This is an optimization exercise on Yosys and OpenROAD, whose aim is small area, not a production implementation.
Only simulation tests tie the RTL to the original design; equivalence was not proved.

== job 6814 ==
==> flow/design.v (excerpt) <==
module Mesh(
  input         clock,
  input  [7:0]  io_in_a_0_0,
  input  [7:0]  io_in_a_1_0,
  input  [7:0]  io_in_a_2_0,
  input  [7:0]  io_in_a_3_0,
  input  [7:0]  io_in_d_0_0,
  input  [7:0]  io_in_d_1_0,
  input  [7:0]  io_in_d_2_0,
  input  [7:0]  io_in_d_3_0,
  input  [15:0] io_in_b_0_0,
  input  [15:0] io_in_b_1_0,
  input  [15:0] io_in_b_2_0,
  input  [15:0] io_in_b_3_0,
  input         io_in_control_0_0_propagate,
  input         io_in_control_1_0_propagate,
  input         io_in_control_2_0_propagate,
  input         io_in_control_3_0_propagate,
  output [15:0] io_out_c_0_0,
  output [15:0] io_out_c_1_0,
  output [15:0] io_out_c_2_0,
  output [15:0] io_out_c_3_0
);
export LEC_CHECK = 0
export CAP_MARGIN = 20
export CORE_MARGIN = 2
export CORE_UTILIZATION = 65
export GPL_TIMING_DRIVEN = 0
export PLACE_DENSITY = 0.8
export SLEW_MARGIN = 20
export SYNTH_HIERARCHICAL = 1
create_clock -name core_clock -period 5.2 [get_ports {clock}]
standard.sh (not shown) runs the stock make flow with config.mk's settings and CLKGATE_MAP_FILE= SYNTH_SCRIPT=/design/flow/synth_recipe.tcl, a recipe that flattens the netlist after the stock synthesis.
==> flow/flow/run.sh <==
#!/bin/bash
# Layout with the standard flow (standard synthesis unchanged), with two
# changes: the port buffers are the smallest buffer cell, and clock tree
# synthesis inserts no dummy load cells.
set -euo pipefail
CTS="-sink_clustering_enable -repair_clock_nets -sink_clustering_size 16 -sink_clustering_max_diameter 90 -buf_list sky130_fd_sc_hd__clkbuf_8 -dont_use_dummy_load"
bash standard.sh \
  "BUFFER_PORTS_ARGS=-buffer_cell sky130_fd_sc_hd__buf_1" \
  "CTS_ARGS=$CTS" \
  finish > flow.log 2>&1
diff inputs: job 6814 => job 5133
--- a/flow/flow/run.sh
+++ b/flow/flow/run.sh
@@ -4,5 +4,5 @@
 # synthesis inserts no dummy load cells.
 set -euo pipefail
-CTS="-sink_clustering_enable -repair_clock_nets -sink_clustering_size 16 -sink_clustering_max_diameter 90 -buf_list sky130_fd_sc_hd__clkbuf_8 -dont_use_dummy_load"
+CTS="-sink_clustering_enable -repair_clock_nets -sink_clustering_size 16 -sink_clustering_max_diameter 70 -buf_list sky130_fd_sc_hd__clkbuf_8 -dont_use_dummy_load"
 bash standard.sh \
   "BUFFER_PORTS_ARGS=-buffer_cell sky130_fd_sc_hd__buf_1" \
--- a/flow/config.mk
+++ b/flow/config.mk
@@ -8,7 +8,7 @@
 export CAP_MARGIN = 20
 export CORE_MARGIN = 2
-export CORE_UTILIZATION = 65
+export CORE_UTILIZATION = 55
 export GPL_TIMING_DRIVEN = 0
-export PLACE_DENSITY = 0.8
+export PLACE_DENSITY = 0.7
 export SLEW_MARGIN = 20
 export SYNTH_HIERARCHICAL = 1
Findings:
Per the comparison of job 5133 with job 6814, fraction of met3 tracks used by global routing now sits lower; worst-case hold slack now sits lower; total die area now sits higher; post-route non-filler standard cell count now sits higher. [diff] clock skew, job 5133 relative to job 6814: regression. On number of endpoints with negative hold slack in the final report, job 5133 tracks job 6814 almost exactly.
> inputs changed (job 5133 -> job 1808)
--- a/flow/config.mk
+++ b/flow/config.mk
@@ -8,7 +8,7 @@
 export CAP_MARGIN = 20
 export CORE_MARGIN = 2
-export CORE_UTILIZATION = 55
+export CORE_UTILIZATION = 70
 export GPL_TIMING_DRIVEN = 0
-export PLACE_DENSITY = 0.7
+export PLACE_DENSITY = 0.85
 export SLEW_MARGIN = 20
 export SYNTH_HIERARCHICAL = 1
## What came out
Taking job 5133 as the reference, in job 1808 wire length on met3 has increased; minimum clock period after layout picked up an extra 0.031 ns; post-route worst setup slack lower; register-to-register setup slack down 0.03 ns. Job 1808 vs job 5133: maximum clock frequency down. Diff job 5133..job 1808 | flip-flop and latch count | unchanged. Layout clock buffer count for job 1808: 8.0% down relative to job 5133. Worst path arrival time, job 5133 and job 1808: smaller value in job 1808. Against job 5133, job 1808 reports a quantity of gates resized following cts that is lower. Changes observed in job 1808 relative to job 5133: fraction of area in clock buffers and inverters lower; routed wire length +2.2 mm.

[separate check: timing with driven ports]
The results above use ideal ports. As a check the final layouts listed here were re-extracted and re-timed, cells and wires unchanged.
Step 1, drivers: a clkbuf_16 drives clock and a buf_2 each remaining input, both assumed.
Step 2 also shifts input and output timing later by t, the mid clock arrival at the registers, as if the neighbouring blocks saw the same clock.
Three values: ideal ports, drivers, drivers and shift; two values: the first two.
run | t, ns | setup WS [ns] | hold slack, ns | worst setup path at the end
job 6814 | 0.762 | 0.147 / 0.147 / 0.147 | 0.317 / 0.317 / 0.317 | register to register
job 5133 | 0.798 | 0.211 / 0.211 / 0.211 | 0.284 / 0.284 / 0.284 | register to register
job 1808 | 0.750 | 0.180 / 0.180 / 0.180 | 0.302 / 0.302 / 0.302 | register to register
After both steps setup and hold are still met in every run listed.
